Background: an optimization exercise with open tools, aiming at small area and a short achievable clock period. Do not read the settings as production practice.
Where RTL was checked, it was by simulation tests only, not by an equivalence proof against the original.
Function not checked in runs 1 and 4 to 6: the RTL went through the layout flow alone.
The clock cells of runs 1, 5 and 6 come from the design's own scripts or RTL, not from TritonCTS.
The flow treats the clock pin as an ideal source. Dropping or thinning the clock tree relies on that and would not hold on a real chip.
Power and IR drop assume default switching activity.

==> flow/design.v <==
module fifo(
  input clk,
  input rst,
  input [7:0] buf_in,
  input wr_en,
  input rd_en,
  output reg [7:0] buf_out,
  output buf_empty,
  output reg buf_full,
  output [7:0] fifo_counter
);
  reg [5:0] wr_ptr;
  reg [7:0] rlo;
  reg [7:0] rhi;
  reg [6:0] count;
  reg not_empty;
  reg [7:0] mem_n [0:63];
  assign fifo_counter = {1'b0, count};
  assign buf_empty = ~not_empty;
  wire wa = wr_en & ~buf_full;
  wire ra = rd_en & not_empty;
  wire [7:0] wlo_n;
  wire [7:0] whi;
  fifo_dec3n u_wlo (.a(wr_ptr[2:0]), .y_n(wlo_n));
  fifo_dec3 u_whi (.a(wr_ptr[5:3]), .y(whi));
  wire [7:0] whi_n;
  wire [63:0] we;
  wire [63:0] rs_n;
  genvar g, b;
  generate
    for (g = 0; g < 8; g = g + 1) begin : gwhi
      fifo_nand3b u (.a_n(buf_full), .b(wr_en), .c(whi[g]), .y(whi_n[g]));
    end
    for (g = 0; g < 64; g = g + 1) begin : gdec
      fifo_nor2 u_we (.a(wlo_n[g % 8]), .b(whi_n[g / 8]), .y(we[g]));
      fifo_nand2 u_rs (.a(rlo[g % 8]), .b(rhi[g / 8]), .y(rs_n[g]));
    end
  endgenerate
  wire [7:0] rdata;
  generate
    for (b = 0; b < 8; b = b + 1) begin : gbit
      wire [63:0] col_n;
      for (g = 0; g < 64; g = g + 1) begin : gcol
        assign col_n[g] = mem_n[g][b];
      end
      fifo_sel64 u_sel (.s_n(rs_n), .d_n(col_n), .y(rdata[b]));
    end
  endgenerate
  wire [7:0] buf_in_n = ~buf_in;
  generate
    for (g = 0; g < 64; g = g + 1) begin : gmem
      always @(posedge clk)
        if (we[g])
          mem_n[g] <= buf_in_n;
    end
  endgenerate
  wire up = wa & ~ra;
  wire dn = ra & ~wa;
  wire [6:0] cnt_inc = count + 7'd1;
  wire [6:0] cnt_dec = count - 7'd1;
  wire [6:0] count_next;
  generate
    for (g = 0; g < 7; g = g + 1) begin : gcnt
      fifo_mux4 u (.a(count[g]), .b(cnt_dec[g]), .c(cnt_inc[g]), .d(cnt_inc[g]),
                   .s0(dn), .s1(up), .y(count_next[g]));
    end
  endgenerate
  always @(posedge clk or posedge rst) begin
    if (rst) begin
      wr_ptr <= 6'd0;
      rlo <= 8'b00000001;
      rhi <= 8'b00000001;
      count <= 7'd0;
      buf_out <= 8'd0;
      not_empty <= 1'b0;
      buf_full <= 1'b0;
    end else begin
      if (wa) wr_ptr <= wr_ptr + 6'd1;
      if (ra) begin
        rlo <= {rlo[6:0], rlo[7]};
        if (rlo[7]) rhi <= {rhi[6:0], rhi[7]};
        buf_out <= rdata;
      end
      count <= count_next;
      not_empty <= wr_en | (not_empty & (~rd_en | (count != 7'd1)));
      buf_full <= ~rd_en & (buf_full | (wr_en & (count == 7'd63)));
    end
  end
endmodule
module fifo_sel64(
  input [63:0] s_n,
  input [63:0] d_n,
  output y
);
  wire [31:0] p;      
  wire [15:0] q_n;
  wire [3:0] r;
  wire [1:0] t_n;
  genvar i;
  generate
    for (i = 0; i < 32; i = i + 1) begin : gp
      fifo_oai22 u (.a1(s_n[2*i]), .a2(d_n[2*i]), .b1(s_n[2*i+1]), .b2(d_n[2*i+1]), .y(p[i]));
    end
    for (i = 0; i < 16; i = i + 1) begin : gq
      fifo_nor2 u (.a(p[2*i]), .b(p[2*i+1]), .y(q_n[i]));
    end
    for (i = 0; i < 4; i = i + 1) begin : gr
      fifo_nand4 u (.a(q_n[4*i]), .b(q_n[4*i+1]), .c(q_n[4*i+2]), .d(q_n[4*i+3]), .y(r[i]));
    end
  endgenerate
  fifo_nor2 t0 (.a(r[0]), .b(r[1]), .y(t_n[0]));
  fifo_nor2 t1 (.a(r[2]), .b(r[3]), .y(t_n[1]));
  fifo_nand2 t2 (.a(t_n[0]), .b(t_n[1]), .y(y));
endmodule
module fifo_oai22(input a1, input a2, input b1, input b2, output y);
  assign y = ~((a1 | a2) & (b1 | b2));
endmodule
module fifo_nand4(input a, input b, input c, input d, output y);
  assign y = ~(a & b & c & d);
endmodule
module fifo_nand3b(input a_n, input b, input c, output y);
  assign y = ~(~a_n & b & c);
endmodule
module fifo_nand2(input a, input b, output y);
  assign y = ~(a & b);
endmodule
module fifo_nor2(input a, input b, output y);
  assign y = ~(a | b);
endmodule
module fifo_dec3n(input [2:0] a, output [7:0] y_n);
  assign y_n = ~(8'b1 << a);
endmodule
module fifo_dec3(input [2:0] a, output [7:0] y);
  assign y = 8'b1 << a;
endmodule
module fifo_mux4(input a, input b, input c, input d, input s0, input s1, output y);
  assign y = s1 ? (s0 ? d : c) : (s0 ? b : a);
endmodule
==> flow/flow/run.sh <==
#!/bin/bash
# Standard ORFS layout (the standard.sh) with two changes to how it is made:
#  - ports are buffered with buf_2 cells instead of the slow delay-cell default
#  - the clock tree is a balanced two-level tree of clkbuf_16 (flow/my_cts.tcl),
#    built in place of TritonCTS through ORFS's PRE_CTS_TCL hook
# Each ORFS step writes its full log under orfs/logs; make's output goes to standard.log.
set -euo pipefail
export BUFFER_PORTS_ARGS="-buffer_cell sky130_fd_sc_hd__buf_2"
export PRE_CTS_TCL="$PWD/flow/pre_cts.tcl"
bash standard.sh > standard.log 2>&1
==> flow/flow/my_cts.tcl <==
# Two-level clock tree: the clock port drives one root clkbuf_16, which
# drives one clkbuf_16 per cluster of flip-flops. Clusters come from
# recursive bisection of the flip-flop locations (alternating x and y at the
# median), so they are compact and of equal size.
proc mycts_bisect {pts depth axis} {
  if {$depth == 0 || [llength $pts] < 2} { return [list $pts] }
  set s [lsort -integer -index $axis $pts]
  set h [expr {[llength $s] / 2}]
  set a [lrange $s 0 [expr {$h - 1}]]
  set b [lrange $s $h end]
  set na [expr {1 - $axis}]
  return [concat [mycts_bisect $a [expr {$depth - 1}] $na] [mycts_bisect $b [expr {$depth - 1}] $na]]
}

proc mycts_build {clk_name depth leaf_master root_master} {
  set db [ord::get_db]
  set block [ord::get_db_block]
  set net [$block findNet $clk_name]
  set leafm [$db findMaster $leaf_master]
  set rootm [$db findMaster $root_master]
  set pts {}
  foreach it [$net getITerms] {
    set b [[$it getInst] getBBox]
    lappend pts [list [expr {([$b xMin] + [$b xMax]) / 2}] [expr {([$b yMin] + [$b yMax]) / 2}] $it]
  }
  set die [$block getDieArea]
  set axis [expr {([$die dx] >= [$die dy]) ? 0 : 1}]
  set clusters [mycts_bisect $pts $depth $axis]
  set rootnet [odb::dbNet_create $block clknet_root]
  $rootnet setSigType CLOCK
  set root [odb::dbInst_create $block $rootm clkbuf_root]
  set sx 0; set sy 0; set n 0
  set k 0
  foreach c $clusters {
    set cx 0; set cy 0
    foreach p $c { set cx [expr {$cx + [lindex $p 0]}]; set cy [expr {$cy + [lindex $p 1]}] }
    set cx [expr {$cx / [llength $c]}]; set cy [expr {$cy / [llength $c]}]
    set leaf [odb::dbInst_create $block $leafm clkbuf_leaf_$k]
    set lnet [odb::dbNet_create $block clknet_leaf_$k]
    $lnet setSigType CLOCK
    $leaf setLocation $cx $cy
    $leaf setPlacementStatus PLACED
    [$leaf findITerm A] connect $rootnet
    [$leaf findITerm X] connect $lnet
    foreach p $c {
      set it [lindex $p 2]
      $it disconnect
      $it connect $lnet
    }
    set sx [expr {$sx + $cx}]; set sy [expr {$sy + $cy}]; incr n
    incr k
  }
  $root setLocation [expr {$sx / $n}] [expr {$sy / $n}]
  $root setPlacementStatus PLACED
  [$root findITerm A] connect $net
  [$root findITerm X] connect $rootnet
  puts "mycts: [llength $pts] sinks in $k clusters"
}
==> flow/flow/pre_cts.tcl <==
# Sourced by ORFS's cts.tcl before it calls clock_tree_synthesis: replaces
# TritonCTS with the two-level tree of my_cts.tcl.
source [file join [file dirname [info script]] my_cts.tcl]
rename clock_tree_synthesis orig_clock_tree_synthesis
proc clock_tree_synthesis {args} {
  set port [[ord::get_db_block] findBTerm clk]
  mycts_build [[$port getNet] getName] 4 sky130_fd_sc_hd__clkbuf_16 sky130_fd_sc_hd__clkbuf_16
  set_propagated_clock [all_clocks]
}
==> flow/standard.sh <==
#!/bin/bash
# synth_recipe.tcl (not shown) runs the flow's synth.tcl, then flattens the netlist and writes it again
# the make line also repeats each setting of config.mk as NAME=value (left out here)
make -C /OpenROAD-flow-scripts/flow DESIGN_CONFIG=/design/flow/config.mk WORK_HOME=/design/flow/orfs CLKGATE_MAP_FILE= SYNTH_SCRIPT=/design/flow/synth_recipe.tcl "${@:-finish}"
==> flow/config.mk <==
export PLATFORM = sky130hd
export DESIGN_NAME = fifo
export DESIGN_NICKNAME = fifo
export VERILOG_FILES = /design/flow/design.v
export SDC_FILE = /design/flow/constraint.sdc
export NUM_CORES = 4
export LEC_CHECK = 0
export CAP_MARGIN = 20
export CORE_MARGIN = 2
export CORE_UTILIZATION = 60
export CTS_CLUSTER_DIAMETER = 80
export CTS_CLUSTER_SIZE = 30
export SETUP_SLACK_MARGIN = 1.9
export SLEW_MARGIN = 20
export SYNTH_HIERARCHICAL = 1
export SYNTH_MINIMUM_KEEP_SIZE = 0
==> flow/constraint.sdc <==
create_clock -name core_clock -period 4.0 [get_ports {clk}]
set_input_delay 0.8000 -clock core_clock [delete_from_list [all_inputs] [get_ports {clk}]]
set_output_delay 0.8000 -clock core_clock [all_outputs]
set_load 0.01 [all_outputs]
==> results.yml, run 1 <==
synth:
  synth_warnings: 8
  mappedNetlistNets: 1256
  synth_cell_type_count: 38
  ys_top_cells_by_area: "edfxtp_1 76%, o22ai_1 7.9%, dfrtp_1 4.6%, nor2_1 3.9%, nand2_1 1.4%"
  synth_area_per_cell_um2: 16.3
  mappedNetlistArea_um2: 20200
  netlist.top_cell.by_area: "edfxtp_1"
  synth_cells: 1240
  yosysTopAreaCellShare_pct: 75.9
  synth_seq_cells: 551
  seq_area_frac_synth_pct: 80.8
sta:
  rsz0062_at_grt: "yes"
  timing_worst_slew_pin_value_ns: 0.913
  period_share_pct: 55.1
  post-route-min-period_ns: 2.20
  slew_viol_final: 0
  maxClockFrequency_mhz: 454
  hold_violations: 0
  post_route_setup_slack_ns: 1.80
  max_slew_margin_pct: 39.1
  finalSetupViolations: 0
  totalNegativeSetupSlack_ns: 0
  setup_skew_after_layout_ns: 0.0121
pwr:
  pwrdens_nw_per_um2: 460
  intPower_mw: 7.71
  share_comb_of_total_power_pct: 11.5
  p_switching_mw: 2.52
  net_switching_fraction_of_the_power_pct: 24.7
  vdd_ir_drop_max_mv: 0.397
  p_clk_share_pct: 22.1
  p_seq_share_pct: 66.4
  p_leak_nw: 6.85
setup_path:
  critical_path.reg2reg.startpoint: "wr_ptr[0]"
  critPathKind: "register to register"
  start_point_of_the_critical_path: "wr_ptr[0]"
  worst_setup_path_end_kind: "register"
  critical_path_arrival_ns: 2.42
  timing.critical_path.from_type: "register"
  worst_ep_required_time_ns: 4.21
  timing.critical_path.fanout_max: 12
drt:
  firstDrtPassIters: 5
  postRouteAntennaNets: 0
  wire_per_inst_um: 28.5
  postRouteWirelength_mm: 50.6
  num_vias: 11713
  detail_route.vias_per_cell: 6.61
  post-route-drc-count: 0
  iter_0_drt_violations: 1367
die:
  die_w_um: 188
  boundaryPins: 30
  number_of_cell_rows: 67
  floorplan.initialDensity_pct: 60.7
  coreArea_um2: 33400
  dieArea_um2: 35200
  die_height_um: 188
final_layout:
  layout.nets: 1343
  antenna_cells_inserted: 0
  synthToLayoutAreaGrowth_pct: 9.77
  fraction_of_layout_instances_using_a_drive_strength_above_1_pct: 20.7
  fin_area_um2: 22200
grt:
  globalRouteTotalUtil_pct: 28.5
  wire_length_of_the_first_global_routing_pass_mm: 73.5
  grt.overflow.total: 0
  grt_antenna_before_repair: 0
  via_count_of_the_first_global_routing_pass: 11186
  grt_start_max_net_pins: 65
outcome:
  status: "complete, no violations"
hold_path:
  worst_hold_path_type: "input port to async pin"
placement:
  placement.cell_area_um2: 21000
  gp_weighted_congestion: 0.902
  io_buffers: 28
  dpl_worst_slack_ns: 1.41
  dpl.hpwl_mm: 30.8
clock_network:
  number_of_hold_repair_buffers_added_at_the_cts_stage: 0
  worstSkewPairLatency_ns: 0.54
  clk_pin_slew_worst_paths_ns: 0.12
run:
  drv.max_cap_violation_count: 0
-- routing by layer --
metal	share of wire (%)	global-route usage (%)	vias to the layer above
li1	-	-	5095
met1	41	43.4	5852
met2	46	43.8	668
met3	9.3	3.56	98
met4	3.6	9.48	0
met5	0	0	-
-- logic make-up (layout without fill, tap and decap cells) --
kind of cell    after synthesis  after routing  share of synthesized area, %
other cells                   1              1                        0.0185
xor+xnor                     14             14                         0.606
compound gates              259            259                          8.01
fa+ha+maj                     4              4                         0.247
buf+inv                      17            102                         0.377
simple gates                363            363                          7.85
flops                       551            551                          80.8
mux                          31             31                          2.11
-- synthesized netlist by cell type --
master	n
a21o_1	1
a21oi_1	1
and2_1	1
and3_1	1
and3_2	2
and3b_2	3
and4b_1	1
buf_2	1
buf_4	1
buf_6	1
clkbuf_1	1
conb_1	1
dfrtp_1	37
dfstp_2	2
edfxtp_1	512
ha_1	4
inv_1	13
mux2_2	24
mux4_2	7
nand2_1	78
nand2_2	1
nand3_1	6
nand3b_1	11
nand4_1	35
nand4b_1	1
nor2_1	211
nor2_2	1
nor2b_1	1
nor3_1	1
nor3b_1	3
nor4_1	1
o22ai_1	256
o31ai_1	1
or3_1	1
or3b_1	3
or4_4	1
xnor2_1	10
xor2_1	4
-- Yosys stat by module, one instance, submodules excluded, a selection --
module / cell area, um^2 / flip-flops and latches / cells inside / copies in the design
fifo_mux4: 22.5 / 0 / 1 / 7
fifo: 17000 / 551 / 641 / 1
fifo_nand3b: 7.51 / 0 / 1 / 8
fifo_dec3: 65.1 / 0 / 8 / 1
fifo_nand2: 3.75 / 0 / 1 / 72
fifo_dec3n: 60.1 / 0 / 8 / 1
-- sequential cells by signal, summed over array words and instances, names as in the netlist --
signal     count
mem_n        512
buf_out        8
rhi            8
rlo            8
count          7
wr_ptr         6
buf_full       1
not_empty      1
-- placed cells by master, fill, tap and decap left out, types with 4 or more instances in the layout --
cell type / count
dfrtp_2: 11
nand4_1: 35
ha_1: 4
o22ai_1: 256
nand3_1: 5
nor2_1: 141
nor2_2: 37
buf_2: 29
nor2_4: 34
mux2_2: 24
clkbuf_16: 17
dfrtp_1: 20
inv_1: 4
inv_2: 5
nand3b_1: 11
nand2_2: 44
xnor2_1: 10
buf_4: 40
edfxtp_1: 512
dfrtp_4: 6
nand2_1: 35
mux4_2: 7
xor2_1: 4
-- what timing repair did --
| action | 4_1_cts | 5_1_grt |
|---|---|---|
| setup endpoints to repair | 524 | 476 |
| setup buffers | 12 | 20 |
| resized for setup | 102 | 75 |
-- final timing paths --
| check | cells after the start | slack [ns] | endpoint |
|---|---|---|---|
| worst max-delay path | 2 | 1.80 | mem_n[57][0] |
| worst min-delay path | 3 | 0.36 | count[1] |
| worst max register to register | 2 | 1.80 | mem_n[57][0] |
| worst min register to register | 1 | 0.52 | buf_out[0] |
| max in group asynchronous | 3 | 3.24 | rlo[6] |
| min in group core_clock | 2 | 0.50 | buf_full |
-- through the flow --
stage	instances	util (%)	hold slack [ns]	total power [mW]
detailed placement	1724	63.0	0.488	7.79
global route	1773	66.6	0.409	10.5
CTS	1753	65.3	0.361	10.1
floorplan	1240	-	0.490	7.35
global placement	1724	63.0	0.486	7.78
finish	1773	66.6	0.356	10.2
-- worst max-delay path, cell delays in order, from the launching register on --
cell	delay (ns)
dfrtp_1	0.62
or3b_2	0.82
nor2_2	0.44
-- layout make-up --
type                       instances  area, um^2
multi-input combinational        672        4290
timing repair buffer              72         505
tap                              448         561
buffer                            17         425
inverter                          13        52.6
fill                            2351       11100
sequential                       551       16400
-- power by group through the flow --
stage / Combinational (mW) / Clock, mW / Sequential, mW
floorplan: 0.518 / 0 / 6.83
detailed placement: 0.889 / 0 / 6.90
global route: 1.23 / 2.46 / 6.82
CTS: 1.03 / 2.28 / 6.78
finish: 1.18 / 2.26 / 6.79
global placement: 0.881 / 0 / 6.89
==> run 2: changes to the inputs <==
--- a/flow/design.v
+++ b/flow/design.v
@@ -21,6 +21,4 @@
   wire ra = rd_en & not_empty;
-  wire [7:0] wlo_n;
-  wire [7:0] whi;
-  fifo_dec3n u_wlo (.a(wr_ptr[2:0]), .y_n(wlo_n));
-  fifo_dec3 u_whi (.a(wr_ptr[5:3]), .y(whi));
+  wire [7:0] wlo_n = ~(8'b1 << wr_ptr[2:0]);
+  wire [7:0] whi = 8'b1 << wr_ptr[5:3];
   wire [7:0] whi_n;
@@ -56,13 +54,2 @@
   endgenerate
-  wire up = wa & ~ra;
-  wire dn = ra & ~wa;
-  wire [6:0] cnt_inc = count + 7'd1;
-  wire [6:0] cnt_dec = count - 7'd1;
-  wire [6:0] count_next;
-  generate
-    for (g = 0; g < 7; g = g + 1) begin : gcnt
-      fifo_mux4 u (.a(count[g]), .b(cnt_dec[g]), .c(cnt_inc[g]), .d(cnt_inc[g]),
-                   .s0(dn), .s1(up), .y(count_next[g]));
-    end
-  endgenerate
   always @(posedge clk or posedge rst) begin
@@ -83,3 +70,4 @@
       end
-      count <= count_next;
+      if (wa & ~ra) count <= count + 7'd1;
+      else if (ra & ~wa) count <= count - 7'd1;
       not_empty <= wr_en | (not_empty & (~rd_en | (count != 7'd1)));
@@ -129,10 +117 @@
 endmodule
-module fifo_dec3n(input [2:0] a, output [7:0] y_n);
-  assign y_n = ~(8'b1 << a);
-endmodule
-module fifo_dec3(input [2:0] a, output [7:0] y);
-  assign y = 8'b1 << a;
-endmodule
-module fifo_mux4(input a, input b, input c, input d, input s0, input s1, output y);
-  assign y = s1 ? (s0 ? d : c) : (s0 ? b : a);
-endmodule
==> flow/flow/run.sh (replaced) <==
#!/bin/bash
# Standard ORFS layout (the standard.sh) with these changes to how it is made:
#  - ports are buffered with buf_2 cells instead of the slow delay-cell default
#  - CTS clusters 30 sinks within 80 um and inserts no dummy loads
#  - after the timing repair in CTS and in global routing, an area-recovery
#    pass (flow/downsize.tcl) swaps each cell for the smallest drive strength
#    that keeps the worst setup slack
# Each ORFS step writes its full log under orfs/logs; make's output goes to standard.log.
set -euo pipefail
export BUFFER_PORTS_ARGS="-buffer_cell sky130_fd_sc_hd__buf_2"
export CTS_ARGS="-sink_clustering_enable -repair_clock_nets -sink_clustering_size 30 -sink_clustering_max_diameter 80 -dont_use_dummy_load"
export POST_CTS_TCL="$PWD/flow/post_cts.tcl"
export POST_GLOBAL_ROUTE_TCL="$PWD/flow/post_grt.tcl"
bash standard.sh > standard.log 2>&1
==> flow/flow/downsize.tcl (new file) <==
# Area recovery: visit every logic cell, largest first, and swap it for the
# smallest cell of the same function (same name stem, other drive strength)
# that keeps the worst setup slack and adds no slew or capacitance
# violation. Clock-tree cells and flip-flops are left alone.
proc dn_area {} {
  set a 0
  foreach i [[ord::get_db_block] getInsts] {
    set n [[$i getMaster] getName]
    if {[string match *tapvpwr* $n] || [string match *fill* $n] || [string match *decap* $n]} continue
    set a [expr {$a + [[$i getMaster] getArea] / 1e6}]
  }
  return $a
}

proc dn_run {{eps 0.001}} {
  set db [ord::get_db]
  set block [ord::get_db_block]
  # group library cells by stem
  set stems [dict create]
  foreach lib [$db getLibs] {
    foreach m [$lib getMasters] {
      set n [$m getName]
      if {[regexp {^(sky130_fd_sc_hd__[a-z0-9]+)_([0-9]+)$} $n -> stem sz]} {
        if {[llength [get_lib_cells -quiet $n]] == 0} continue
        if {[get_property [get_lib_cells $n] dont_use]} continue
        dict lappend stems $stem [list [$m getArea] $n]
      }
    }
  }
  set wns0 [worst_slack -max]
  set slew0 [sta::max_slew_violation_count]
  set cap0 [sta::max_capacitance_violation_count]
  set limit [expr {$wns0 - $eps}]
  set a0 [dn_area]
  set insts {}
  foreach i [$block getInsts] {
    set m [$i getMaster]
    set n [$m getName]
    if {![regexp {^(sky130_fd_sc_hd__[a-z0-9]+)_([0-9]+)$} $n -> stem sz]} continue
    if {[string match sky130_fd_sc_hd__clk* $n] || [string match sky130_fd_sc_hd__df* $n] || [string match sky130_fd_sc_hd__edf* $n]} continue
    if {[string match *tapvpwr* $n] || [string match *fill* $n] || [string match *decap* $n] || [string match *conb* $n]} continue
    if {[$i isDoNotTouch]} continue
    set onclk 0
    foreach it [$i getITerms] {
      set net [$it getNet]
      if {$net != "NULL" && [$net getSigType] == "CLOCK"} { set onclk 1 }
    }
    if {$onclk} continue
    lappend insts [list [$m getArea] [$i getName] $stem $n]
  }
  set changed 0
  foreach rec [lsort -integer -decreasing -index 0 $insts] {
    lassign $rec area name stem cur
    if {![dict exists $stems $stem]} continue
    set cands [lsort -integer -index 0 [dict get $stems $stem]]
    foreach c $cands {
      lassign $c carea cname
      if {$carea >= $area} break
      replace_cell $name $cname
      if {[worst_slack -max] >= $limit && [sta::max_slew_violation_count] <= $slew0 && [sta::max_capacitance_violation_count] <= $cap0} {
        incr changed
        set area -1
        break
      }
      replace_cell $name $cur
    }
  }
  puts "downsize: $changed cells smaller, area [format %.1f $a0] -> [format %.1f [dn_area]], wns [format %.4f $wns0] -> [format %.4f [worst_slack -max]]"
}
==> flow/flow/post_cts.tcl (new file) <==
# Sourced by ORFS's cts.tcl after its timing repair: recover the area of
# cells the repair made larger than the worst slack needs.
source [file join [file dirname [info script]] downsize.tcl]
dn_run
==> flow/flow/post_grt.tcl (new file) <==
# Sourced by ORFS's global_route.tcl after its timing repair: recover area
# as after CTS, reroute the nets of the resized cells, and rewrite the guides.
source [file join [file dirname [info script]] downsize.tcl]
global_route -start_incremental
dn_run
global_route -end_incremental
estimate_parasitics -global_routing
write_guides $::env(RESULTS_DIR)/route.guide
--- a/flow/config.mk
+++ b/flow/config.mk
@@ -12,3 +12,3 @@
 export CTS_CLUSTER_SIZE = 30
-export SETUP_SLACK_MARGIN = 1.9
+export SETUP_SLACK_MARGIN = 2.3
 export SLEW_MARGIN = 20
removed: flow/flow/my_cts.tcl
removed: flow/flow/pre_cts.tcl
==> run 2 against run 1 <==
Effect of this change: still clean; maximum frequency is 12% lower; synthesized area down 0.31%; via count rose by 8.0%; wire length rose by 15%; clock power rose by 17%; sequential power fell by 2%; register-to-register slack worse by 0.31 ns; total power increased by 3.6%; clock skew is 0.024 ns higher; synthesized cell count rose by 0.81%; critical path depth rose by 4; combinational power up 9%; critical endpoint is now mem_n[45][0]; largest cell class unchanged.
==> results.yml, run 2 <==
clock_network:
  clk_pin_slew_worst_paths_ns: 0.10
  worstSkewPairLatency_ns: 0.57
  clock_sink_count: 551
  tritoncts_clock_tree: "built"
die:
  die_w_um: 187
  dieArea_um2: 35100
  number_of_cell_rows: 67
  die_height_um: 187
  coreArea_um2: 33400
  floorplan.initialDensity_pct: 60.5
  boundaryPins: 30
grt:
  grt_start_max_net_pins: 43
  grt.overflow.total: 0
  via_count_of_the_first_global_routing_pass: 11781
  grt_antenna_before_repair: 0
  wire_length_of_the_first_global_routing_pass_mm: 78.6
  globalRouteTotalUtil_pct: 31.4
final_layout:
  antenna_cells_inserted: 0
  layout.nets: 1495
  synthToLayoutAreaGrowth_pct: 12.0
  registers.top_by_ff_count: "mem_n"
  largest_register_ff_count: 512
  commonest_non_fill_non_tap_cells_in_the_layout: "512 x edfxtp_1, 255 x o22ai_1, 159 x buf_1"
  fillerInstances: 2463
  layout.cells.most_common: "edfxtp_1"
  fraction_of_layout_instances_using_a_drive_strength_above_1_pct: 16.3
placement:
  gp_weighted_congestion: 0.931
  io_buffers: 28
  dpl.hpwl_mm: 32.5
setup_path:
  timing.critical_path.from_type: "register"
  path_depth: 6
  critical_path.reg2reg.startpoint: "wr_ptr[0]"
  path_cells: "buf_1 > buf_1 > ha_1 > nand2_1 > buf_1 > nor2_1"
  depth_of_the_worst_register_to_register_path: 6
  timing.critical_path.fanout_max: 8
  critPathKind: "register to register"
  cpMostUsedCell: "buf_1"
  worst_ep_required_time_ns: 4.21
  worst_setup_path_end_kind: "register"
  critical_path_arrival_ns: 2.73
  worst_path_largest_cell_delay_ns: 0.56
  cp_slowest_cell: "nor2_1"
  worstPathBufferInverterCount: 3
  start_point_of_the_critical_path: "wr_ptr[0]"
  cell_class_contributing_the_biggest_share_of_worst_path_delay: "simple AND/OR/NAND/NOR gates"
synth:
  dominantRegCellSynth: "edfxtp_1"
  mappedNetlistArea_um2: 20200
  synth_seq_cells: 551
  ys_top_cells_by_count: "512 x edfxtp_1, 256 x o22ai_1, 210 x nor2_1"
  netlist.top_cell.by_area: "edfxtp_1"
  synth_cell_type_count: 38
  synth_cells: 1250
  asyncSetResetFlopFracSynth_pct: 7.08
  mappedNetlistNets: 1272
  yosysMostFrequentCell: "edfxtp_1"
  yosysTopAreaCellShare_pct: 76.2
  seq_area_frac_synth_pct: 81.0
  synth_warnings: 8
  number_of_enable_type_register_cells_in_the_synthesized_netlist: 512
  ys_top_cells_by_area: "edfxtp_1 76%, o22ai_1 7.9%, dfrtp_1 4.6%, nor2_1 3.9%, nand2_1 1.6%"
  synth_area_per_cell_um2: 16.1
sta:
  post-route-min-period_ns: 2.51
  slew_viol_final: 0
  timing_worst_slew_pin_value_ns: 1.37
  max_slew_margin_pct: 8.87
  maxClockFrequency_mhz: 398
  period_share_pct: 62.8
  hold_violations: 0
  setup_skew_after_layout_ns: 0.0365
  holdWs_ns: 0.399
  finalSetupViolations: 0
  totalNegativeSetupSlack_ns: 0
drt:
  detail_route.vias_per_cell: 6.59
  iter_0_drt_violations: 1816
  num_vias: 12653
  wire_per_inst_um: 30.3
  firstDrtPassIters: 6
  post-route-drc-count: 0
  postRouteWirelength_mm: 58.1
  postRouteAntennaNets: 0
pwr:
  p_leak_nw: 6.92
  pwrdens_nw_per_um2: 469
  vdd_ir_drop_max_mv: 0.357
run:
  drv.max_cap_violation_count: 0
hold_path:
  worst_hold_path_type: "input port to async pin"
outcome:
  status: "complete, no violations"
-- run 2: cell count changes after synthesis, moves of 4 or more --
cell / delta
inv_1: +4
mux4_2: -7
nand2_1: +8
xnor2_1: -5
ha_1: +6
-- run 2: logic make-up after synthesis --
group           Yosys count  synth area share, %
mux                      24                 1.33
flops                   551                 81.0
other cells               1               0.0186
compound gates          265                 8.27
fa+ha+maj                10                0.620
buf+inv                  26                0.558
simple gates            362                 7.69
xor+xnor                 11                0.477
-- run 2: cell type report --
type,count,area [um^2],share of cell area (%)
flip-flops and latches,551,16400,72.7
repair inverters,9,55.1,0.243
well taps,448,561,2.48
inverters,17,105,0.465
repair buffers,197,802,3.55
multi-input cells,673,4060,17.9
clock buffers,24,601,2.66
-- run 2: path summary, 6_finish.rpt --
path / to / slack, ns
max: mem_n[45][0] / 1.49
min: count[0] / 0.40
max reg2reg: mem_n[45][0] / 1.49
min reg2reg: buf_out[5] / 0.55
max in group asynchronous: rlo[4] / 2.92
min in group core_clock: buf_full / 0.55
-- run 2: worst register-to-register path, stage by stage (launching register included) --
cell     delay, ns
dfrtp_1       0.37
buf_1         0.14
buf_1         0.13
ha_1          0.19
nand2_1       0.35
buf_1         0.43
nor2_1        0.56
-- run 2: Yosys stat by module, one instance, submodules excluded, a selection --
module,cells inside,copies in the design,flops+latches,area [um^2]
fifo_nor2,1,208,0,3.75
fifo,674,1,551,17300
fifo_nand4,1,32,0,6.26
fifo_nand3b,1,8,0,7.51
fifo_nand2,1,72,0,3.75
fifo_oai22,1,256,0,6.26
-- run 2: through the flow --
step	setup slack (ns)	cell area [um^2]	instances	total power, mW	util [%]
after floorplan	1.80	20600	1250	7.44	-
after global placement	1.25	21400	1735	7.89	64.1
after detailed placement	1.22	21400	1736	7.90	64.2
final	1.49	22600	1919	10.6	67.8
-- run 2: power breakdown --
| part | internal (mW) | switching, mW | leakage (nW) |
|---|---|---|---|
| sequential | 6.56 | 0.111 | 5.07 |
| combinational | 0.304 | 0.983 | 1.56 |
| clock | 1.08 | 1.57 | 0.296 |
-- run 2: routing by layer --
layer	share of wire, %	GRT usage (%)
met5	0	0
met4	3.9	12.9
met3	11	4.20
met2	47	48.9
met1	38	45.7
==> run 3: changes to the inputs <==
--- a/flow/flow/run.sh
+++ b/flow/flow/run.sh
@@ -4,5 +4,5 @@
 #  - CTS clusters 30 sinks within 80 um and inserts no dummy loads
-#  - after the timing repair in CTS and in global routing, an area-recovery
-#    pass (flow/downsize.tcl) swaps each cell for the smallest drive strength
-#    that keeps the worst setup slack
+#  - after the timing repair in CTS and in global routing, flow/downsize.tcl
+#    swaps each cell for the smallest drive strength that keeps the worst
+#    setup slack, and repair_design then restores the slew and cap margins
 # Each ORFS step writes its full log under orfs/logs; make's output goes to standard.log.
--- a/flow/flow/downsize.tcl
+++ b/flow/flow/downsize.tcl
@@ -14,3 +14,10 @@
 
+# Cell swaps invalidate the wire parasitics of the nets they touch, so
+# every swap is followed by a fresh placement-based estimate.
+proc dn_update {} {
+  estimate_parasitics -placement
+}
+
 proc dn_run {{eps 0.001}} {
+  dn_update
   set db [ord::get_db]
@@ -59,2 +66,3 @@
       replace_cell $name $cname
+      dn_update
       if {[worst_slack -max] >= $limit && [sta::max_slew_violation_count] <= $slew0 && [sta::max_capacitance_violation_count] <= $cap0} {
@@ -65,2 +73,3 @@
       replace_cell $name $cur
+      dn_update
     }
==> flow/flow/post_cts.tcl (replaced) <==
# Sourced by ORFS's cts.tcl after its timing repair: recover the area of
# cells the repair made larger than the worst slack needs, then repair any
# slew or capacitance limit with ORFS's margins, and legalise.
source [file join [file dirname [info script]] downsize.tcl]
dn_run
repair_design -slew_margin $::env(SLEW_MARGIN) -cap_margin $::env(CAP_MARGIN) -match_cell_footprint
detailed_placement
check_placement -verbose
==> flow/flow/post_grt.tcl (replaced) <==
# Sourced by ORFS's global_route.tcl after its timing repair: the same area
# recovery as after CTS (on placement-based parasitics), then the nets are
# rerouted and slew and capacitance limits repaired on global-routing
# parasitics, and the route guides rewritten.
source [file join [file dirname [info script]] downsize.tcl]
global_route -start_incremental
dn_run
detailed_placement
global_route -end_incremental
estimate_parasitics -global_routing
global_route -start_incremental
repair_design -slew_margin $::env(SLEW_MARGIN) -cap_margin $::env(CAP_MARGIN) -match_cell_footprint
detailed_placement
global_route -end_incremental
estimate_parasitics -global_routing
check_placement -verbose
puts "post_grt: wns [worst_slack -max] slew violations [sta::max_slew_violation_count] cap violations [sta::max_capacitance_violation_count]"
write_guides $::env(RESULTS_DIR)/route.guide
--- a/flow/config.mk
+++ b/flow/config.mk
@@ -12,3 +12,3 @@
 export CTS_CLUSTER_SIZE = 30
-export SETUP_SLACK_MARGIN = 2.3
+export SETUP_SLACK_MARGIN = 2.2
 export SLEW_MARGIN = 20
==> run 3 against run 2 <==
Effect of this change: clock power about the same; cell area increased by 0.43%; worst setup slack improved by 0.42 ns; flip-flop and latch count unchanged; sequential power about the same; non-clock buffer count decreased by 57; clock-buffer cell count unchanged; cell count decreased by 3.0%; sequential share of layout area decreased by 0.36 points; total power decreased by 0.59%; critical path depth increased by 3; global-route usage decreased by 0.50 points; largest power group unchanged.
==> results.yml, run 3 <==
outcome:
  status: "complete, no violations"
synth:
  synth_seq_cells: 551
  mappedNetlistArea_um2: 20200
  synth_warnings: 8
  synth_cell_type_count: 38
  ys_top_cells_by_count: "512 x edfxtp_1, 256 x o22ai_1, 210 x nor2_1"
  dominantRegCellSynth: "edfxtp_1"
  synth_area_per_cell_um2: 16.1
  seq_area_frac_synth_pct: 81.0
  netlist.top_cell.by_area: "edfxtp_1"
  synth_cells: 1250
  number_of_enable_type_register_cells_in_the_synthesized_netlist: 512
  yosysMostFrequentCell: "edfxtp_1"
  mappedNetlistNets: 1272
  asyncSetResetFlopFracSynth_pct: 7.08
  ys_top_cells_by_area: "edfxtp_1 76%, o22ai_1 7.9%, dfrtp_1 4.6%, nor2_1 3.9%, nand2_1 1.6%"
  yosysTopAreaCellShare_pct: 76.2
drt:
  num_vias: 12228
  post-route-drc-count: 0
  postRouteWirelength_mm: 56.1
  wire_per_inst_um: 30.2
  detail_route.vias_per_cell: 6.57
  iter_0_drt_violations: 1490
  postRouteAntennaNets: 0
  firstDrtPassIters: 5
setup_path:
  critical_path.reg2reg.startpoint: "rlo[1]"
  worst_setup_path_end_kind: "register"
  worstReg2RegEnd: "buf_out[3]"
  setup.reg_to_reg.worst_slack_ns: 1.91
  critPathKind: "register to register"
  timing.critical_path.from_type: "register"
  critical_path_arrival_ns: 2.54
  depth_of_the_worst_register_to_register_path: 9
  worst_ep_required_time_ns: 4.44
  timing.critical_path.fanout_max: 5
die:
  coreArea_um2: 33400
  die_w_um: 187
  boundaryPins: 30
  number_of_cell_rows: 67
  floorplan.initialDensity_pct: 60.5
  dieArea_um2: 35100
  die_height_um: 187
grt:
  grt.overflow.total: 0
  via_count_of_the_first_global_routing_pass: 11547
  grt_antenna_before_repair: 1
  wire_length_of_the_first_global_routing_pass_mm: 77.4
  grt_start_max_net_pins: 65
  globalRouteTotalUtil_pct: 30.9
sta:
  post_route_setup_slack_ns: 1.91
  period_share_pct: 52.3
  maxClockFrequency_mhz: 478
  setup_skew_after_layout_ns: 0.0347
  hold_violations: 0
  timing_worst_slew_pin_value_ns: 1.09
  totalNegativeSetupSlack_ns: 0
  finalSetupViolations: 0
  max_slew_margin_pct: 27.0
  post-route-min-period_ns: 2.09
  slew_viol_final: 0
clock_network:
  clk_pin_slew_worst_paths_ns: 0.11
  worstSkewPairLatency_ns: 0.58
  tritoncts_clock_tree: "built"
  clock_sink_count: 551
placement:
  gp_weighted_congestion: 0.905
  dpl.hpwl_mm: 31.1
  place_inst: 1731
  io_buffers: 28
  dpl_worst_slack_ns: 1.38
final_layout:
  synthToLayoutAreaGrowth_pct: 12.5
  largest_register_ff_count: 512
  commonest_non_fill_non_tap_cells_in_the_layout: "512 x edfxtp_1, 254 x o22ai_1, 142 x nor2_1"
  registers.top_by_ff_count: "mem_n"
  layout.cells.most_common: "edfxtp_1"
  antenna_cells_inserted: 0
  finish.utilization_pct: 68.1
  layout.nets: 1437
  fraction_of_layout_instances_using_a_drive_strength_above_1_pct: 19.9
  finish.cell_count_without_fillers: 1861
pwr:
  p_leak_nw: 7.14
  pwrdens_nw_per_um2: 464
  vdd_ir_drop_max_mv: 0.431
hold_path:
  worst_hold_path_type: "input port to async pin"
run:
  drv.max_cap_violation_count: 0
run 3: cell counts after synthesis:
No cell type changed its count.
run 3: worst max-delay path: stages, from the launching register on:
cell	delay (ns)
dfrtp_4	0.50
buf_2	0.19
nand2_1	0.17
buf_1	0.16
o22ai_1	0.08
nor2_1	0.13
nand4_1	0.19
nor2_2	0.23
nand2_1	0.07
mux2_2	0.26
run 3: kinds of logic (layout without fill, tap and decap cells):
logic type                 count (synthesis)  after routing  synth area share (%)
AOI/OAI and AO/OA                        265            265                  8.27
muxes                                     24             24                  1.33
other                                      1              1                0.0186
and+or+nand+nor                          362            362                  7.69
adders and majority gates                 10             10                 0.620
DFF                                      551            551                  81.0
xor gates and xnor gates                  11             11                 0.477
buffers and inverters                     26            189                 0.558
run 3: layer usage:
metal  GRT usage, %  wire [um]  part of all wire, %  up-vias
met2           49.0      26000                   46      711
met1           44.3      21500                   38     6086
li1               -          -                    -     5271
met3           4.30       5760                   10      160
met4           12.0       2860                  5.1        0
met5              0          0                    0        -
run 3: area by class of cell:
| cell class | count | area, um^2 |
|---|---|---|
| Sequential cell | 551 | 16400 |
| Fill cell | 2439 | 10700 |
| Multi-Input combinational cell | 673 | 4280 |
| Timing Repair Buffer | 140 | 701 |
| Clock buffer | 24 | 601 |
| Tap cell | 448 | 561 |
| Inverter | 17 | 101 |
| Timing Repair inverter | 8 | 50.0 |
run 3: worst max-delay path by stage:
stage / start / endpoint / depth (start not counted)
6_report: rlo[1] / buf_out[3] / 9
3_5_place_dp: wr_en / count[5] / 6
3_3_place_gp: wr_en / count[5] / 6
2_1_floorplan: wr_en / count[4] / 7
run 3: power breakdown:
group          internal (mW)  total, mW  switching, mW
logic                  0.262       1.17          0.913
registers               6.55       6.69          0.140
clock network           1.08       2.67           1.59
total                   7.89       10.5           2.64
run 3: modules after synthesis, one instance, submodules excluded, excerpt:
module       cells inside  area (um^2)
fifo_nand2              1         3.75
fifo                  674        17300
fifo_nand3b             1         7.51
fifo_oai22              1         6.26
fifo_nand4              1         6.26
fifo_nor2               1         3.75
run 3: through the flow:
step | hold slack, ns | instance area, um^2 | power (mW)
after floorplan | 0.490 | 20300 | 7.28
after global placement | 0.485 | 21000 | 7.70
after detailed placement | 0.498 | 21000 | 7.71
final | 0.381 | 22700 | 10.5
==> run 4: changes to the inputs <==
--- a/flow/design.v
+++ b/flow/design.v
@@ -11,3 +11,4 @@
 );
-  reg [5:0] wr_ptr;
+  reg [7:0] wlo_n;
+  reg [7:0] whi;
   reg [7:0] rlo;
@@ -15,10 +16,11 @@
   reg [6:0] count;
+  reg full;
   reg not_empty;
+  reg [6:0] count_o;
+  reg not_empty_o;
   reg [7:0] mem_n [0:63];
-  assign fifo_counter = {1'b0, count};
-  assign buf_empty = ~not_empty;
-  wire wa = wr_en & ~buf_full;
+  assign fifo_counter = {1'b0, count_o};
+  assign buf_empty = ~not_empty_o;
+  wire wa = wr_en & ~full;
   wire ra = rd_en & not_empty;
-  wire [7:0] wlo_n = ~(8'b1 << wr_ptr[2:0]);
-  wire [7:0] whi = 8'b1 << wr_ptr[5:3];
   wire [7:0] whi_n;
@@ -29,3 +31,3 @@
     for (g = 0; g < 8; g = g + 1) begin : gwhi
-      fifo_nand3b u (.a_n(buf_full), .b(wr_en), .c(whi[g]), .y(whi_n[g]));
+      fifo_nand3b u (.a_n(full), .b(wr_en), .c(whi[g]), .y(whi_n[g]));
     end
@@ -54,5 +56,27 @@
   endgenerate
+  wire up = wa & ~ra;
+  wire dn = ra & ~wa;
+  wire [6:0] cnt_inc = count + 7'd1;
+  wire [6:0] cnt_dec = count - 7'd1;
+  wire [6:0] count_next;
+  wire [6:0] count_o_next;
+  generate
+    for (g = 0; g < 7; g = g + 1) begin : gcnt
+      fifo_mux4 u (.a(count[g]), .b(cnt_dec[g]), .c(cnt_inc[g]), .d(cnt_inc[g]),
+                   .s0(dn), .s1(up), .y(count_next[g]));
+      fifo_mux4 u_o (.a(count[g]), .b(cnt_dec[g]), .c(cnt_inc[g]), .d(cnt_inc[g]),
+                     .s0(dn), .s1(up), .y(count_o_next[g]));
+    end
+  endgenerate
+  wire c63 = (count == 7'd63);
+  wire ne1 = (count != 7'd1);
+  wire full_next, ne_next, full_o_next, ne_o_next;
+  fifo_flags u_flags (.wr_en(wr_en), .rd_en(rd_en), .full(full), .ne(not_empty),
+                      .c63(c63), .ne1(ne1), .full_next(full_next), .ne_next(ne_next));
+  fifo_flags u_flags_o (.wr_en(wr_en), .rd_en(rd_en), .full(full), .ne(not_empty),
+                        .c63(c63), .ne1(ne1), .full_next(full_o_next), .ne_next(ne_o_next));
   always @(posedge clk or posedge rst) begin
     if (rst) begin
-      wr_ptr <= 6'd0;
+      wlo_n <= 8'b11111110;
+      whi <= 8'b00000001;
       rlo <= 8'b00000001;
@@ -60,7 +84,13 @@
       count <= 7'd0;
+      count_o <= 7'd0;
       buf_out <= 8'd0;
       not_empty <= 1'b0;
+      not_empty_o <= 1'b0;
+      full <= 1'b0;
       buf_full <= 1'b0;
     end else begin
-      if (wa) wr_ptr <= wr_ptr + 6'd1;
+      if (wa) begin
+        wlo_n <= {wlo_n[6:0], wlo_n[7]};
+        if (!wlo_n[7]) whi <= {whi[6:0], whi[7]};
+      end
       if (ra) begin
@@ -70,6 +100,8 @@
       end
-      if (wa & ~ra) count <= count + 7'd1;
-      else if (ra & ~wa) count <= count - 7'd1;
-      not_empty <= wr_en | (not_empty & (~rd_en | (count != 7'd1)));
-      buf_full <= ~rd_en & (buf_full | (wr_en & (count == 7'd63)));
+      count <= count_next;
+      count_o <= count_o_next;
+      not_empty <= ne_next;
+      not_empty_o <= ne_o_next;
+      full <= full_next;
+      buf_full <= full_o_next;
     end
@@ -117 +149,9 @@
 endmodule
+module fifo_mux4(input a, input b, input c, input d, input s0, input s1, output y);
+  assign y = s1 ? (s0 ? d : c) : (s0 ? b : a);
+endmodule
+module fifo_flags(input wr_en, input rd_en, input full, input ne, input c63, input ne1,
+                  output full_next, output ne_next);
+  assign full_next = ~rd_en & (full | (wr_en & c63));
+  assign ne_next = wr_en | (ne & (~rd_en | ne1));
+endmodule
==> run 4 against run 3 <==
Effect of this change: still clean; synthesized area is 3.5% higher; hold slack worse by 0.078 ns; sequential share of layout area is 0.85 points higher; clock power hardly changed; combinational power is 51% lower; first-iteration DRC count is 3.3% lower; via count is 0.36% lower; worst setup slack better by 0.017 ns; clock-buffer cell count stayed put; non-clock buffer count is 23 lower; largest cell class unchanged.
==> results.yml, run 4 <==
sta:
  post-route-min-period_ns: 2.08
  hold_violations: 0
  period_share_pct: 51.9
  timing_worst_slew_pin_value_ns: 0.940
  maxClockFrequency_mhz: 482
  setup_skew_after_layout_ns: 0.0480
  totalNegativeSetupSlack_ns: 0
  holdWs_ns: 0.303
  slew_viol_final: 0
  max_slew_margin_pct: 37.4
  finalSetupViolations: 0
final_layout:
  sequential_standard_cell_area_um2: 16900
  layout.cells.most_common: "edfxtp_1"
  multi_input_comb_area_um2: 4240
  fin_area_um2: 23100
  fillerInstances: 2488
  finish.cell_count_without_fillers: 1854
  commonest_non_fill_non_tap_cells_in_the_layout: "512 x edfxtp_1, 251 x o22ai_1, 197 x nor2_1"
  synthToLayoutAreaGrowth_pct: 10.7
  layout.nets: 1416
  fraction_of_layout_instances_using_a_drive_strength_above_1_pct: 17.0
  registers.top_by_ff_count: "mem_n"
  largest_register_ff_count: 512
  antenna_cells_inserted: 0
synth:
  synth_cells: 1262
  yosysTopAreaCellShare_pct: 73.6
  mappedNetlistNets: 1277
  synth_warnings: 8
  asyncSetResetFlopFracSynth_pct: 10.2
  ys_top_cells_by_area: "edfxtp_1 74%, o22ai_1 7.7%, dfrtp_1 5.8%, nor2_1 3.8%, mux4_2 1.5%"
  mappedNetlistArea_um2: 20900
  ys_top_cells_by_count: "512 x edfxtp_1, 256 x o22ai_1, 213 x nor2_1"
  dominantRegCellSynth: "edfxtp_1"
  synth_area_per_cell_um2: 16.5
  number_of_enable_type_register_cells_in_the_synthesized_netlist: 512
  synth_cell_type_count: 29
  seq_area_frac_synth_pct: 80.6
  netlist.top_cell.by_area: "edfxtp_1"
  synth_seq_cells: 570
  yosysMostFrequentCell: "edfxtp_1"
placement:
  io_buffers: 28
  dpl.hpwl_mm: 31.4
  placement.cell_area_um2: 21700
  gp_weighted_congestion: 0.901
  place_inst: 1751
setup_path:
  critical_path.reg2reg.startpoint: "rlo[2]"
  timing.critical_path.fanout_max: 8
  critPathKind: "register to register"
  start_point_of_the_critical_path: "rlo[2]"
  critical_path_arrival_ns: 2.52
  depth_of_the_worst_register_to_register_path: 8
  worst_setup_path_end_kind: "register"
  timing.critical_path.from_type: "register"
  worst_ep_required_time_ns: 4.44
die:
  dieArea_um2: 36300
  die_height_um: 191
  number_of_cell_rows: 68
  die_w_um: 191
  boundaryPins: 30
  floorplan.initialDensity_pct: 60.7
  coreArea_um2: 34400
drt:
  wire_per_inst_um: 29.3
  iter_0_drt_violations: 1441
  num_vias: 12184
  detail_route.vias_per_cell: 6.57
  met1_length_mm: 21.4
  post-route-drc-count: 0
  firstDrtPassIters: 5
  route.met3.wl_mm: 4.85
  postRouteWirelength_mm: 54.3
  detailroute.wirelength.met2_mm: 26.2
  postRouteAntennaNets: 0
  route.top_layer_used: "met4"
clock_network:
  clock_sink_count: 570
  worstSkewPairLatency_ns: 0.57
  tritoncts_clock_tree: "built"
  clk_pin_slew_worst_paths_ns: 0.11
pwr:
  p_leak_nw: 7.63
  total_power_mw: 9.89
  vdd_ir_drop_max_mv: 0.525
  pwrdens_nw_per_um2: 428
grt:
  globalRouteTotalUtil_pct: 30.0
  grt_start_max_net_pins: 65
  grt_antenna_before_repair: 0
  wire_length_of_the_first_global_routing_pass_mm: 77.5
  grt.overflow.total: 0
  via_count_of_the_first_global_routing_pass: 11868
outcome:
  status: "complete, no violations"
hold_path:
  worst_hold_path_type: "input port to async pin"
run:
  drv.max_cap_violation_count: 0
run 4: cell types whose count changed in the layout (fill, tap and decap cells not counted), sizes merged, moves of 7 or more:
cell and delta:
buf -17, mux2 +16, mux4 +14, dfrtp +11, clkinvlp -8, dfstp +8, nand2 -8, ha -7
run 4: report_power, final:
part / internal [mW] / switching, mW
Combinational: 0.249 / 0.324
Sequential: 6.56 / 0.0775
Clock: 1.08 / 1.61
run 4: cell families after synthesis:
group | Yosys count | share of synthesized area, %
flops | 570 | 80.6
simple gates | 346 | 6.90
compound gates | 262 | 7.84
mux | 53 | 3.61
buf+inv | 18 | 0.425
xor+xnor | 9 | 0.377
fa+ha+maj | 3 | 0.180
other cells | 1 | 0.0180
run 4: per-layer routing:
layer,global-route usage (%),vias up
li1,-,5284
met1,43.0,6174
met2,48.4,619
met3,4.27,107
met4,10.1,0
met5,0,-
run 4: layout make-up:
type                            instances  share of cell area [%]
Timing Repair Buffer                  117                    3.05
Tap cell                              455                    2.46
Timing Repair inverter                  1                  0.0217
Sequential cell                       570                    73.1
Inverter                               13                   0.357
Clock buffer                           24                    2.60
Multi-Input combinational cell        674                    18.4
run 4: final timing paths:
kind	to	slack, ns
worst max-delay path	buf_out[6]	1.92
worst min-delay path	rlo[6]	0.30
worst max register to register	buf_out[6]	1.92
worst min register to register	buf_out[6]	0.50
max in group asynchronous	rhi[4]	2.58
min in group core_clock	buf_out[6]	0.50
run 4: modules after synthesis (local to each module, per instance), excerpt:
| module | flip-flops and latches | times used | cell area (um^2) | cells inside |
|---|---|---|---|---|
| fifo_flags | 0 | 2 | 22.5 | 4 |
| fifo_nor2 | 0 | 208 | 3.75 | 1 |
| fifo_nand2 | 0 | 72 | 3.75 | 1 |
| fifo_nand4 | 0 | 32 | 6.26 | 1 |
| fifo_mux4 | 0 | 14 | 22.5 | 1 |
| fifo | 570 | 1 | 17600 | 664 |
| fifo_nand3b | 0 | 8 | 7.51 | 1 |
| fifo_oai22 | 0 | 256 | 6.26 | 1 |
run 4: metrics by stage:
step / setup slack (ns) / utilization [%]
after detailed placement: 1.29 / 63.1
after floorplan: 1.87 / -
after global placement: 1.37 / 63.1
final: 1.92 / 67.2
run 4: critical path: stages (launching register included):
cell and delay, ns:
dfrtp_4 0.52, buf_6 0.16, nand2_1 0.21, o22ai_1 0.13, nor2_1 0.19, nand4_1 0.22
nor2_2 0.19, nand2_1 0.06, mux2_1 0.28
==> run 5: changes to the inputs <==
--- a/flow/flow/run.sh
+++ b/flow/flow/run.sh
@@ -3,3 +3,5 @@
 #  - ports are buffered with buf_2 cells instead of the slow delay-cell default
-#  - CTS clusters 30 sinks within 80 um and inserts no dummy loads
+#  - the clock tree is flow/my_cts.tcl's (built in place of TritonCTS through
+#    ORFS's PRE_CTS_TCL hook): 32 equal clusters of flip-flops, each under a
+#    clkbuf_16, grouped by quadrant under 4 clkbuf_16 that the clock port drives
 #  - after the timing repair in CTS and in global routing, flow/downsize.tcl
@@ -10,3 +12,3 @@
 export BUFFER_PORTS_ARGS="-buffer_cell sky130_fd_sc_hd__buf_2"
-export CTS_ARGS="-sink_clustering_enable -repair_clock_nets -sink_clustering_size 30 -sink_clustering_max_diameter 80 -dont_use_dummy_load"
+export PRE_CTS_TCL="$PWD/flow/pre_cts.tcl"
 export POST_CTS_TCL="$PWD/flow/post_cts.tcl"
==> flow/flow/my_cts.tcl (new file) <==
# Balanced clock tree built in place of TritonCTS. The flip-flops are split
# by recursive bisection of their locations (alternating x and y at the
# median) into 2^depth equal, compact clusters, each driven by one leaf
# buffer at its centre. With a mid level, the leaves are grouped 2^mid at a
# time (again by bisection) under one buffer each, and one root buffer,
# driven by the clock port, drives those.
proc mycts_bisect {pts depth axis} {
  if {$depth == 0 || [llength $pts] < 2} { return [list $pts] }
  set s [lsort -integer -index $axis $pts]
  set h [expr {[llength $s] / 2}]
  set a [lrange $s 0 [expr {$h - 1}]]
  set b [lrange $s $h end]
  set na [expr {1 - $axis}]
  return [concat [mycts_bisect $a [expr {$depth - 1}] $na] [mycts_bisect $b [expr {$depth - 1}] $na]]
}

proc mycts_centre {c} {
  set cx 0; set cy 0
  foreach p $c { set cx [expr {$cx + [lindex $p 0]}]; set cy [expr {$cy + [lindex $p 1]}] }
  return [list [expr {$cx / [llength $c]}] [expr {$cy / [llength $c]}]]
}

# Create buffer NAME of master M at (x, y) driving a new net NAME_net from
# input net IN; return the new net.
proc mycts_buffer {m name x y in} {
  set block [ord::get_db_block]
  set inst [odb::dbInst_create $block $m $name]
  set net [odb::dbNet_create $block ${name}_net]
  $net setSigType CLOCK
  $inst setLocation [expr {int($x)}] [expr {int($y)}]
  $inst setPlacementStatus PLACED
  [$inst findITerm A] connect $in
  [$inst findITerm X] connect $net
  return $net
}

proc mycts_build {clk_name depth mid master {leaf_master ""}} {
  set db [ord::get_db]
  set block [ord::get_db_block]
  set net [$block findNet $clk_name]
  set m [$db findMaster $master]
  if {$leaf_master == ""} { set leaf_master $master }
  set lm [$db findMaster $leaf_master]
  set pts {}
  foreach it [$net getITerms] {
    set b [[$it getInst] getBBox]
    lappend pts [list [expr {([$b xMin] + [$b xMax]) / 2}] [expr {([$b yMin] + [$b yMax]) / 2}] $it]
  }
  foreach it [$net getITerms] { $it disconnect }
  set die [$block getDieArea]
  set axis [expr {([$die dx] >= [$die dy]) ? 0 : 1}]
  set clusters [mycts_bisect $pts $depth $axis]
  # leaf cluster centres, as points for grouping
  set leaves {}
  set k 0
  foreach c $clusters {
    lassign [mycts_centre $c] cx cy
    lappend leaves [list $cx $cy $k $c]
    incr k
  }
  if {$mid < 0} {
    # no common root: the clock port drives 2^-mid group buffers directly
    set g 0
    foreach grp [mycts_bisect $leaves [expr {-$mid}] $axis] {
      lassign [mycts_centre $grp] gx gy
      set gnet [mycts_buffer $m clkbuf_root_$g $gx $gy $net]
      foreach l $grp {
        lassign $l cx cy idx c
        set lnet [mycts_buffer $lm clkbuf_leaf_$idx $cx $cy $gnet]
        foreach p $c { [lindex $p 2] connect $lnet }
      }
      incr g
    }
    puts "mycts: [llength $pts] sinks, [llength $clusters] leaf buffers, $g root buffers"
    return
  }
  lassign [mycts_centre $leaves] rx ry
  set rootnet [mycts_buffer $m clkbuf_root $rx $ry $net]
  if {$mid > 0} {
    set groups [mycts_bisect $leaves [expr {$depth - $mid}] $axis]
  } else {
    set groups [list $leaves]
  }
  set g 0
  foreach grp $groups {
    if {$mid > 0} {
      lassign [mycts_centre $grp] gx gy
      set gnet [mycts_buffer $m clkbuf_mid_$g $gx $gy $rootnet]
    } else {
      set gnet $rootnet
    }
    foreach l $grp {
      lassign $l cx cy idx c
      set lnet [mycts_buffer $lm clkbuf_leaf_$idx $cx $cy $gnet]
      foreach p $c { [lindex $p 2] connect $lnet }
    }
    incr g
  }
  puts "mycts: [llength $pts] sinks, [llength $clusters] leaf buffers, [llength $groups] groups"
}
==> flow/flow/pre_cts.tcl (new file) <==
# Sourced by ORFS's cts.tcl before it calls clock_tree_synthesis: replaces
# TritonCTS with the tree of my_cts.tcl: 32 equal clusters of flip-flops,
# each driven by a clkbuf_16 at its centre; the leaf buffers are grouped by
# quadrant under 4 clkbuf_16, which the clock port drives.
source [file join [file dirname [info script]] my_cts.tcl]
rename clock_tree_synthesis orig_clock_tree_synthesis
proc clock_tree_synthesis {args} {
  set port [[ord::get_db_block] findBTerm clk]
  mycts_build [[$port getNet] getName] 5 -2 sky130_fd_sc_hd__clkbuf_16 sky130_fd_sc_hd__clkbuf_16
  set_propagated_clock [all_clocks]
}
==> run 5 against run 4 <==
Effect of this change: wire length is 1.0% lower; register-to-register slack better by 0.03 ns; synthesized cell count stayed put; global-route usage hardly changed; still clean; combinational power is 3% lower; maximum frequency is 1.6% higher; core utilization is 1.1 points higher; highest routed layer unchanged; largest power group unchanged; cell area is 1.6% higher; hold slack better by 0.19 ns; first-iteration DRC count is 1.3% higher; flip-flop and latch count stayed put.
==> results.yml, run 5 <==
synth:
  synth_warnings: 8
  synth_cells: 1262
  netlist.top_cell.by_area: "edfxtp_1"
  synth_seq_cells: 570
  asyncSetResetFlopFracSynth_pct: 10.2
  synth_area_per_cell_um2: 16.5
  yosysTopAreaCellShare_pct: 73.6
  dominantRegCellSynth: "edfxtp_1"
  ys_top_cells_by_count: "512 x edfxtp_1, 256 x o22ai_1, 213 x nor2_1"
  seq_area_frac_synth_pct: 80.6
  number_of_enable_type_register_cells_in_the_synthesized_netlist: 512
  mappedNetlistNets: 1277
  yosysMostFrequentCell: "edfxtp_1"
  ys_top_cells_by_area: "edfxtp_1 74%, o22ai_1 7.7%, dfrtp_1 5.8%, nor2_1 3.8%, mux4_2 1.5%"
  synth_cell_type_count: 29
  mappedNetlistArea_um2: 20900
drt:
  num_vias: 12156
  detail_route.vias_per_cell: 6.59
  post-route-drc-count: 0
  postRouteAntennaNets: 0
  firstDrtPassIters: 7
  iter_0_drt_violations: 1460
  postRouteWirelength_mm: 53.8
  wire_per_inst_um: 29.2
placement:
  io_buffers: 28
  gp_weighted_congestion: 0.901
  dpl.hpwl_mm: 31.4
setup_path:
  worst_setup_path_end_kind: "register"
  worst_ep_required_time_ns: 4.24
  timing.critical_path.from_type: "register"
  critPathKind: "register to register"
  depth_of_the_worst_register_to_register_path: 8
  setup.reg_to_reg.worst_slack_ns: 1.96
  critical_path_arrival_ns: 2.29
  timing.critical_path.fanout_max: 8
grt:
  groute.layer.met3.usage_pct: 3.29
  globalRouteTotalUtil_pct: 30.0
  via_count_of_the_first_global_routing_pass: 11928
  globalRoute.busiestLayer: "met2"
  grtUsageMet1_pct: 44.1
  grt_antenna_before_repair: 0
  grt_start_max_net_pins: 65
  grt.overflow.total: 0
  met2_usage_pct: 48.6
  wire_length_of_the_first_global_routing_pass_mm: 78.0
sta:
  maxClockFrequency_mhz: 490
  period_share_pct: 51.0
  post-route-min-period_ns: 2.04
  max_slew_margin_pct: 24.6
  setup_skew_after_layout_ns: 0.0131
  timing_worst_slew_pin_value_ns: 1.13
  finalSetupViolations: 0
  slew_viol_final: 0
  totalNegativeSetupSlack_ns: 0
  hold_violations: 0
die:
  die_w_um: 191
  boundaryPins: 30
  coreArea_um2: 34400
  die_height_um: 191
  floorplan.initialDensity_pct: 60.7
  dieArea_um2: 36300
  number_of_cell_rows: 68
clock_network:
  clk_pin_slew_worst_paths_ns: 0.07
  worstSkewPairLatency_ns: 0.36
final_layout:
  largest_register_ff_count: 512
  layout.cells.most_common: "edfxtp_1"
  registers.top_by_ff_count: "mem_n"
  layout.nets: 1406
  commonest_non_fill_non_tap_cells_in_the_layout: "512 x edfxtp_1, 253 x o22ai_1, 193 x nor2_1"
  synthToLayoutAreaGrowth_pct: 12.4
  antenna_cells_inserted: 0
  fraction_of_layout_instances_using_a_drive_strength_above_1_pct: 17.6
  fillerInstances: 2407
pwr:
  vdd_ir_drop_max_mv: 0.414
  p_leak_nw: 7.80
  total_power_mw: 10.5
  pwrdens_nw_per_um2: 447
hold_path:
  hold-path-cell-count: 1
  worst_hold_path_type: "register to register"
run:
  drv.max_cap_violation_count: 0
outcome:
  status: "complete, no violations"
[run 5: metrics by stage]
| step | utilization, % | cell area [um^2] | instances | hold WS, ns | setup slack (ns) |
|---|---|---|---|---|---|
| detailed placement | 63.1 | 21700 | 1751 | 0.480 | 1.29 |
| floorplan | - | 21000 | 1262 | 0.490 | 1.87 |
| finish | 68.3 | 23500 | 1844 | 0.495 | 1.96 |
| global placement | 63.1 | 21700 | 1751 | 0.470 | 1.37 |
[run 5: path summary, 6_finish.rpt]
path                             from         end
max in group asynchronous         rst      rhi[5]
min in group asynchronous         rst    buf_full
max                            rlo[2]  buf_out[0]
min                        buf_out[1]  buf_out[1]
max reg2reg                    rlo[2]  buf_out[0]
min reg2reg                buf_out[1]  buf_out[1]
[run 5: layout make-up]
type	instances	area (um^2)	share of cell area [%]
Sequential cell	570	16900	72.0
Inverter	13	82.6	0.352
Buffer	36	901	3.84
Timing Repair inverter	1	7.51	0.0320
Multi-Input combinational cell	674	4390	18.7
Tap cell	455	569	2.42
Timing Repair Buffer	95	632	2.69
[run 5: routing by layer]
metal | up-vias | wire [um]
li1 | 5256 | -
met1 | 6192 | 21600
met2 | 618 | 25900
met3 | 90 | 4800
met4 | 0 | 1520
met5 | - | 0
[run 5: critical path: stages, from the launching register on]
cell and delay, ns:
dfrtp_4 0.51, buf_12 0.16, nand2_8 0.09, o22ai_1 0.09, nor2_1 0.26, nand4_1 0.20, nor2_2 0.24, nand2_1 0.07
mux2_1 0.29
[run 5: modules after synthesis, one instance, submodules excluded, a selection]
module,copies in the design,flops+latches,cell area (um^2)
fifo_flags,2,0,22.5
fifo_nand2,72,0,3.75
fifo,1,570,17600
fifo_mux4,14,0,22.5
fifo_oai22,256,0,6.26
fifo_nor2,208,0,3.75
fifo_nand3b,8,0,7.51
fifo_nand4,32,0,6.26
[run 5: logic make-up (layout without fill, tap and decap cells)]
kind of cell / after synthesis / count (layout) / synth area share [%]
and+or+nand+nor: 346 / 346 / 6.90
DFF: 570 / 570 / 80.6
other: 1 / 1 / 0.0180
buffers and inverters: 18 / 145 / 0.425
AOI/OAI and AO/OA: 262 / 262 / 7.84
adders and majority gates: 3 / 3 / 0.180
muxes: 53 / 53 / 3.61
xor gates and xnor gates: 9 / 9 / 0.377
[run 5: power breakdown]
part / total [mW] / internal (mW) / switching, mW
Clock: 3.30 / 1.60 / 1.70
Sequential: 6.64 / 6.55 / 0.0813
Combinational: 0.556 / 0.238 / 0.318
==> run 6: changes to the inputs <==
--- a/flow/config.mk
+++ b/flow/config.mk
@@ -12,3 +12,3 @@
 export CTS_CLUSTER_SIZE = 30
-export SETUP_SLACK_MARGIN = 2.2
+export SETUP_SLACK_MARGIN = 2.4
 export SLEW_MARGIN = 20
==> run 6 against run 5 <==
Effect of this change: worst setup slack worse by 0.11 ns; clock power about the same; highest routed layer unchanged; cell count up 3.0%; via count up 2.0%.
==> results.yml, run 6 <==
outcome:
  status: "complete, no violations"
sta:
  setup_skew_after_layout_ns: 0.0149
  max_slew_margin_pct: 23.5
  finalSetupViolations: 0
  period_share_pct: 53.7
  post-route-min-period_ns: 2.15
  timing_worst_slew_pin_value_ns: 1.15
  totalNegativeSetupSlack_ns: 0
  maxClockFrequency_mhz: 466
  slew_viol_final: 0
setup_path:
  critPathKind: "register to register"
  worst_path_largest_cell_delay_ns: 0.47
  timing.critical_path.fanout_max: 8
  depth_of_the_worst_register_to_register_path: 8
  timing.critical_path.from_type: "register"
  path_cells: "buf_2 > nand2_1 > o22ai_1 > nor2_1 > nand4_1 > nor2_1 > nand2_1 > mux2_1"
  worst_ep_required_time_ns: 4.25
die:
  coreArea_um2: 34400
  die_w_um: 191
  boundaryPins: 30
  number_of_cell_rows: 68
grt:
  grt_antenna_before_repair: 0
  grt.overflow.total: 0
  globalRouteTotalUtil_pct: 30.6
  via_count_of_the_first_global_routing_pass: 11901
  grt_start_max_net_pins: 54
placement:
  place_inst: 1759
  gp_weighted_congestion: 0.891
  dpl.hpwl_mm: 32.2
  placement.cell_area_um2: 22200
  io_buffers: 28
run:
  drv.max_cap_violation_count: 0
drt:
  postRouteAntennaNets: 0
  num_vias: 12401
  post-route-drc-count: 0
  iter_0_drt_violations: 1802
  firstDrtPassIters: 6
  postRouteWirelength_mm: 56.2
final_layout:
  multi_input_comb_area_um2: 4290
  finish.cell_count_without_fillers: 1899
  layout.cells.most_common: "edfxtp_1"
  fillerInstances: 2450
  registers.top_by_ff_count: "mem_n"
  antenna_cells_inserted: 0
  finish.utilization_pct: 68.4
  layout.nets: 1461
  fraction_of_layout_instances_using_a_drive_strength_above_1_pct: 19.3
  synthToLayoutAreaGrowth_pct: 12.6
  sequential_standard_cell_area_um2: 16900
  largest_register_ff_count: 512
synth:
  netlist.top_cell.by_area: "edfxtp_1"
  mappedNetlistNets: 1277
  dominantRegCellSynth: "edfxtp_1"
  synth_cell_type_count: 29
  synth_warnings: 8
  number_of_enable_type_register_cells_in_the_synthesized_netlist: 512
  asyncSetResetFlopFracSynth_pct: 10.2
  seq_area_frac_synth_pct: 80.6
  yosysTopAreaCellShare_pct: 73.6
  ys_top_cells_by_count: "512 x edfxtp_1, 256 x o22ai_1, 213 x nor2_1"
  yosysMostFrequentCell: "edfxtp_1"
  mappedNetlistArea_um2: 20900
  synth_area_per_cell_um2: 16.5
  synth_seq_cells: 570
clock_network:
  clk_pin_slew_worst_paths_ns: 0.08
  worstSkewPairLatency_ns: 0.36
pwr:
  total_power_mw: 10.6
  pwrdens_nw_per_um2: 451
  vdd_ir_drop_max_mv: 0.405
  p_leak_nw: 7.61
hold_path:
  hold-path-cell-count: 1
run 6: cell counts after synthesis:
No cell type changed its count.
run 6: worst paths after layout:
| check | slack (ns) | from | end |
|---|---|---|---|
| max in group asynchronous | 2.61 | rst | count[2] |
| worst max register to register | 1.85 | rhi[5] | buf_out[7] |
| worst min register to register | 0.55 | whi[4] | whi[4] |
| worst min-delay path | 0.55 | whi[4] | whi[4] |
| worst max-delay path | 1.85 | rhi[5] | buf_out[7] |
| min in group asynchronous | 0.59 | rst | whi[1] |
run 6: where the power goes:
part	switching, mW	internal (mW)
clock network	1.72	1.60
logic	0.395	0.276
registers	0.0616	6.56
run 6: kinds of logic after synthesis:
| logic type | synth area share (%) |
|---|---|
| flip-flops | 80.6 |
| AND/OR/NAND/NOR | 6.90 |
| AO/OA/AOI/OAI | 7.84 |
| multiplexers | 3.61 |
| buffers and inverters | 0.425 |
| XOR/XNOR | 0.377 |
| adder cells (fa/ha/maj) | 0.180 |
| other | 0.0180 |
run 6: layout make-up:
cell class | count | area share [%]
plain buffers | 36 | 3.83
well taps | 455 | 2.42
repair buffers | 142 | 3.01
flip-flops and latches | 570 | 71.9
inverters | 13 | 0.351
repair inverters | 9 | 0.287
multi-input cells | 674 | 18.2
run 6: worst max-delay path, delay by kind of cell (launching register included):
kind	cells	cell delay (ns)
compound gates	1	0.12
buf+inv	1	0.19
flops	1	0.47
mux	1	0.29
simple gates	5	0.96
run 6: routing by layer:
layer | up-vias | routed length (um) | track usage, %
met4 | 0 | 1850 | 9.12
met1 | 6241 | 21800 | 43.4
met3 | 114 | 5390 | 5.15
met5 | - | 0 | 0
met2 | 680 | 27100 | 49.7
li1 | 5366 | - | -
run 6: Yosys stat by module, one instance, submodules excluded, excerpt:
module | cells | flip-flops and latches | times used
fifo | 664 | 570 | 1
fifo_flags | 4 | 0 | 2
fifo_mux4 | 1 | 0 | 14
fifo_nand2 | 1 | 0 | 72
fifo_nand3b | 1 | 0 | 8
fifo_nand4 | 1 | 0 | 32
fifo_nor2 | 1 | 0 | 208
fifo_oai22 | 1 | 0 | 256
run 6: per-stage QoR:
step                      hold slack, ns  setup slack, ns
after floorplan                    0.490             1.87
after global placement             0.523             1.24
after detailed placement           0.532             1.19
final                              0.551             1.85
